Context: an optimization exercise on an open-source flow, tuned for small area. The choices shown serve that exercise and are no tape-out recipe. Only simulation tests tie the RTL to the original design; equivalence was not proved. Power and IR drop assume default switching activity.

## KSmod_32_latency_5
module KSmod_32_latency_5 (
  input         clk,
  input  [63:0] share0_in,
  input  [63:0] share1_in,
  input  [26:0] rand_bit_share0,
  input  [26:0] rand_bit_share1,
  output [31:0] o_share0,
  output [31:0] o_share1
);
Size in the first run: ~3900 cells after synthesis, about 1400 flip-flops, roughly 250 I/O pins, ~46000 um^2 of cells after synthesis.
export LEC_CHECK = 0
export CAP_MARGIN = 20
export CORE_MARGIN = 2
export CORE_UTILIZATION = 65
export CTS_CLUSTER_DIAMETER = 60
export CTS_CLUSTER_SIZE = 30
export SLEW_MARGIN = 20
create_clock -name core_clock -period 5.0 [get_ports {clk}]
standard.sh (not shown) runs the stock make flow with config.mk's settings and CLKGATE_MAP_FILE= SYNTH_SCRIPT=/design/flow/synth_recipe.tcl, a recipe that flattens the netlist after the stock synthesis.
==> flow/flow/run.sh <==
#!/bin/bash
set -euo pipefail
export BUFFER_PORTS_ARGS="-buffer_cell sky130_fd_sc_hd__buf_1"
bash standard.sh > standard.log 2>&1
The first run produced a clean layout.
Edit:
--- a/flow/flow/run.sh
+++ b/flow/flow/run.sh
@@ -3,0 +4 @@
+export CTS_ARGS="-sink_clustering_enable -repair_clock_nets -sink_clustering_size 30 -sink_clustering_max_diameter 60 -dont_use_dummy_load"
--- a/flow/config.mk
+++ b/flow/config.mk
@@ -10 +10 @@
-export CORE_UTILIZATION = 65
+export CORE_UTILIZATION = 80
Final area goes down by about 2.5%.
Clock power goes down by 24%.
Synthesized area is unchanged.
Worst hold slack improves by 0.0042 ns.
Edit:
==> flow/run.sh (new file) <==
#!/bin/bash
# synth_recipe.tcl (not shown) runs the flow's synth.tcl, then flattens the netlist and writes it again
# the make line also repeats each setting of config.mk as NAME=value (left out here)
make -C /OpenROAD-flow-scripts/flow DESIGN_CONFIG=/design/flow/config.mk WORK_HOME=/design/flow/orfs CLKGATE_MAP_FILE= SYNTH_SCRIPT=/design/flow/synth_recipe.tcl finish
--- a/flow/config.mk
+++ b/flow/config.mk
@@ -7,0 +8 @@
+export ABC_AREA = 1
@@ -10,3 +11 @@
-export CORE_UTILIZATION = 80
-export CTS_CLUSTER_DIAMETER = 60
-export CTS_CLUSTER_SIZE = 30
+export CORE_UTILIZATION = 65
removed: flow/flow/run.sh
removed: flow/standard.sh
What happened: Sequential share of layout area fell by 9.7 points. Cell area rose by 20%. Sequential power barely changes. Clock skew fell by 0.0081 ns. Setup slack loses 0.16 ns. Routed wire length rose by about 23%. Clock-buffer cell count rose by 141. Global-route usage fell by 2.4 points. Maximum frequency fell by 4.6%.

========
KSmod_32_latency_5 again, from the RTL that the note above started with.
==> flow/config.mk <==
export PLATFORM = sky130hd
export DESIGN_NAME = KSmod_32_latency_5
export DESIGN_NICKNAME = KSmod_32_latency_5
export VERILOG_FILES = /design/flow/design.v
export SDC_FILE = /design/flow/constraint.sdc
export NUM_CORES = 4
export LEC_CHECK = 0
export CAP_MARGIN = 20
export CORE_MARGIN = 2
export CORE_UTILIZATION = 65
export CTS_CLUSTER_DIAMETER = 60
export CTS_CLUSTER_SIZE = 30
export SLEW_MARGIN = 20
==> flow/constraint.sdc <==
create_clock -name core_clock -period 5.0 [get_ports {clk}]
set_input_delay 1.0000 -clock core_clock [delete_from_list [all_inputs] [get_ports {clk}]]
set_output_delay 1.0000 -clock core_clock [all_outputs]
set_load 0.01 [all_outputs]
run.sh (not shown) runs the stock make flow with config.mk's settings and CLKGATE_MAP_FILE= SYNTH_SCRIPT=/design/flow/synth_recipe.tcl, a recipe that flattens the netlist after the stock synthesis.
Stock flow here: none of the scripts above is used.
Next try:
==> flow/flow/run.sh (new file) <==
#!/bin/bash
set -euo pipefail
export BUFFER_PORTS_ARGS="-buffer_cell sky130_fd_sc_hd__buf_1"
bash standard.sh > standard.log 2>&1
==> flow/standard.sh (new file) <==
#!/bin/bash
# synth_recipe.tcl (not shown) runs the flow's synth.tcl, then flattens the netlist and writes it again
# the make line also repeats each setting of config.mk as NAME=value (left out here)
make -C /OpenROAD-flow-scripts/flow DESIGN_CONFIG=/design/flow/config.mk WORK_HOME=/design/flow/orfs CLKGATE_MAP_FILE= SYNTH_SCRIPT=/design/flow/synth_recipe.tcl "${@:-finish}"
- CORE_UTILIZATION: 65 -> 80
removed: flow/run.sh
Sequential power is about the same.
Design area came out lower by 4.6%.
Power came out lower by 4.9%.

========
## juniper
Another version of the RTL of KSmod_32_latency_5 (not shown whole).
Size: roughly 3700 cells after synthesis, about 1300 flip-flops, roughly 250 I/O pins, ~0.042 mm2 of cells after synthesis.
==> flow/config.mk <==
export PLATFORM = sky130hd
export DESIGN_NAME = KSmod_32_latency_5
export DESIGN_NICKNAME = KSmod_32_latency_5
export VERILOG_FILES = /design/flow/design.v
export SDC_FILE = /design/flow/constraint.sdc
export NUM_CORES = 4
export LEC_CHECK = 0
export CAP_MARGIN = 20
export CORE_MARGIN = 2
export CORE_UTILIZATION = 80
export CTS_CLUSTER_DIAMETER = 60
export CTS_CLUSTER_SIZE = 30
export SLEW_MARGIN = 20
==> flow/constraint.sdc <==
create_clock -name core_clock -period 5.0 [get_ports {clk}]
set_input_delay 1.0000 -clock core_clock [delete_from_list [all_inputs] [get_ports {clk}]]
set_output_delay 1.0000 -clock core_clock [all_outputs]
set_load 0.01 [all_outputs]
standard.sh (not shown) runs the stock make flow with config.mk's settings and CLKGATE_MAP_FILE= SYNTH_SCRIPT=/design/flow/synth_recipe.tcl, a recipe that flattens the netlist after the stock synthesis.
==> flow/flow/run.sh <==
#!/bin/bash
set -euo pipefail
export BUFFER_PORTS_ARGS="-buffer_cell sky130_fd_sc_hd__buf_1"
export CTS_ARGS="-sink_clustering_enable -repair_clock_nets -sink_clustering_size 30 -sink_clustering_max_diameter 60 -dont_use_dummy_load"
bash standard.sh > standard.log 2>&1
[inputs] maple vs juniper
diff --git a/flow/config.mk b/flow/config.mk
--- a/flow/config.mk
+++ b/flow/config.mk
@@ -8,5 +8,5 @@
 export CAP_MARGIN = 20
 export CORE_MARGIN = 2
-export CORE_UTILIZATION = 80
+export CORE_UTILIZATION = 88
 export CTS_CLUSTER_DIAMETER = 60
 export CTS_CLUSTER_SIZE = 30
Results
Compared to juniper, maple reaches a lower achievable clock. Reg-to-reg setup timing slack (higher): juniper. Against juniper, met3 routed wirelength in maple rose by more than half. [maple] routed wire length rose 17 mm relative to juniper. On detailed placer's ending HPWL, juniper beats maple. Register share of the cell area: maple vs juniper up 0.18 points. Comparing maple against juniper, there is no change at all in final total negative setup slack. Each of the runs, namely maple and juniper, reached the end of the flow and came out clean.
Input changes introduced in raven (baseline for comparison: maple):
diff --git a/flow/config.mk b/flow/config.mk
--- a/flow/config.mk
+++ b/flow/config.mk
@@ -8,6 +8,7 @@
 export CAP_MARGIN = 20
 export CORE_MARGIN = 2
-export CORE_UTILIZATION = 88
+export CORE_UTILIZATION = 85
 export CTS_CLUSTER_DIAMETER = 60
 export CTS_CLUSTER_SIZE = 30
+export PLACE_DENSITY = 0.85
 export SLEW_MARGIN = 20
==> summary.txt <==
Delta (raven minus maple): fraction of area in registers did not really move; number of antenna violations at the first check in global routing moved down. Going from maple to raven, final core area utilization fell by 2.5 points, cell area stayed essentially flat. o_share0[6] as the capturing instance or port of the critical path was reported by raven, and o_share1[6] by maple.
diff inputs: raven => sierra
==> flow/flow/run.sh <==
#!/bin/bash
set -euo pipefail
export BUFFER_PORTS_ARGS="-buffer_cell sky130_fd_sc_hd__buf_1"
export CTS_ARGS="-sink_clustering_enable -repair_clock_nets -sink_clustering_size 40 -sink_clustering_max_diameter 50 -dont_use_dummy_load"
bash standard.sh > standard.log 2>&1
diff --git a/flow/config.mk b/flow/config.mk
--- a/flow/config.mk
+++ b/flow/config.mk
@@ -6,9 +6,9 @@
 export NUM_CORES = 4
 export LEC_CHECK = 0
+export ABC_CLOCK_PERIOD_IN_PS = 20000
 export CAP_MARGIN = 20
 export CORE_MARGIN = 2
-export CORE_UTILIZATION = 85
+export CORE_UTILIZATION = 80
 export CTS_CLUSTER_DIAMETER = 60
 export CTS_CLUSTER_SIZE = 30
-export PLACE_DENSITY = 0.85
 export SLEW_MARGIN = 20
Findings:
Compared with raven, in sierra part of the total power dissipated in the clock network up 2.3 points; buffer count excluding the clock tree in the final layout up 1. Cmp sierra vs raven: worst slew margin relative to its limit lower in sierra. In the metrics for sierra and raven, the one carrying the lower clock-buffer cell count is raven. Comparing sierra and raven, the lower maximum frequency was measured on raven. sierra vs raven: sequential share of layout area down. When sierra is measured against raven, its register share of total power turns out 1.0 points lower. End point of the critical path = o_share1[6]: sierra; end point of the critical path = o_share0[6]: raven.

========
KSmod_32_latency_5 with an RTL version that a note above also has.
For scale: roughly 3900 cells after synthesis, roughly 250 I/O pins.
==> flow/config.mk <==
export PLATFORM = sky130hd
export DESIGN_NAME = KSmod_32_latency_5
export DESIGN_NICKNAME = KSmod_32_latency_5
export VERILOG_FILES = /design/flow/design.v
export SDC_FILE = /design/flow/constraint.sdc
export NUM_CORES = 4
export LEC_CHECK = 0
export CAP_MARGIN = 20
export CORE_MARGIN = 2
export CORE_UTILIZATION = 80
export CTS_CLUSTER_DIAMETER = 60
export CTS_CLUSTER_SIZE = 30
export SLEW_MARGIN = 20
==> flow/constraint.sdc <==
create_clock -name core_clock -period 5.0 [get_ports {clk}]
set_input_delay 1.0000 -clock core_clock [delete_from_list [all_inputs] [get_ports {clk}]]
set_output_delay 1.0000 -clock core_clock [all_outputs]
set_load 0.01 [all_outputs]
run.sh (not shown) runs the stock make flow with config.mk's settings and CLKGATE_MAP_FILE= SYNTH_SCRIPT=/design/flow/synth_recipe.tcl, a recipe that flattens the netlist after the stock synthesis.
Stock flow here: none of the scripts above is used.
Next try:
CORE_UTILIZATION = 65   (was 80)
CTS_CLUSTER_DIAMETER = default   (was 60)
CTS_CLUSTER_SIZE = default   (was 30)
What happened: First-iteration DRC count shrinks by 15%. Fmax drops by 2.2%. Clock skew goes down by 0.0054 ns. Utilization went down by 13 points. Synthesized cell count does not change.

==> re-timing with driven ports <==
No port has a modelled driver above. Below, the same layouts with a new extraction and two added sets of constraints.
Step 1 assumes that a clkbuf_16 drives the clock port and a buf_2 every other input.
Step 2 times the ports against the registers' clock, not the clock port: input delays grow and output delays shrink by t, the midpoint of the rising clock arrivals with the driver on.
Slacks: ideal ports / drivers / drivers and shift; pairs: ideal ports / drivers.
run | shift t [ns] | setup WS [ns] | hold WS [ns] | clock arrival spread, ns | slew at the worst register clock pin (ns)
the first run of note 1 | 0.698 | 1.780 / 1.713 / 2.411 | 0.330 / 0.330 / 0.330 | 0.039 / 0.039 | 0.11 / 0.11
the second run of note 1 | 0.709 | 1.667 / 1.602 / 2.311 | 0.334 / 0.334 / 0.334 | 0.043 / 0.044 | 0.11 / 0.11
the third run of note 1 | 0.778 | 1.506 / 1.437 / 1.708 | 0.316 / 0.316 / 0.316 | 0.027 / 0.026 | 0.07 / 0.07
the first run of note 2 | 0.705 | 1.341 / 1.270 / 1.717 | 0.328 / 0.328 / 0.328 | 0.037 / 0.037 | 0.11 / 0.11
the second run of note 2 | 0.720 | 1.679 / 1.616 / 2.337 | 0.335 / 0.335 / 0.335 | 0.030 / 0.029 | 0.11 / 0.11
juniper | 0.680 | 1.806 / 1.743 / 2.423 | 0.319 / 0.319 / 0.319 | 0.062 / 0.062 | 0.11 / 0.11
maple | 0.701 | 1.652 / 1.589 / 2.289 | 0.321 / 0.321 / 0.321 | 0.043 / 0.043 | 0.11 / 0.11
raven | 0.704 | 1.763 / 1.696 / 2.400 | 0.323 / 0.323 / 0.323 | 0.042 / 0.042 | 0.11 / 0.11
sierra | 0.675 | 1.830 / 1.767 / 2.442 | 0.304 / 0.304 / 0.304 | 0.068 / 0.068 | 0.11 / 0.11
the first run of note 4 | 0.724 | 1.388 / 1.322 / 1.730 | 0.334 / 0.334 / 0.334 | 0.029 / 0.029 | 0.11 / 0.11
the second run of note 4 | 0.764 | 1.307 / 1.237 / 1.717 | 0.325 / 0.325 / 0.325 | 0.022 / 0.023 | 0.06 / 0.06
After both steps setup and hold are still met in every run listed.
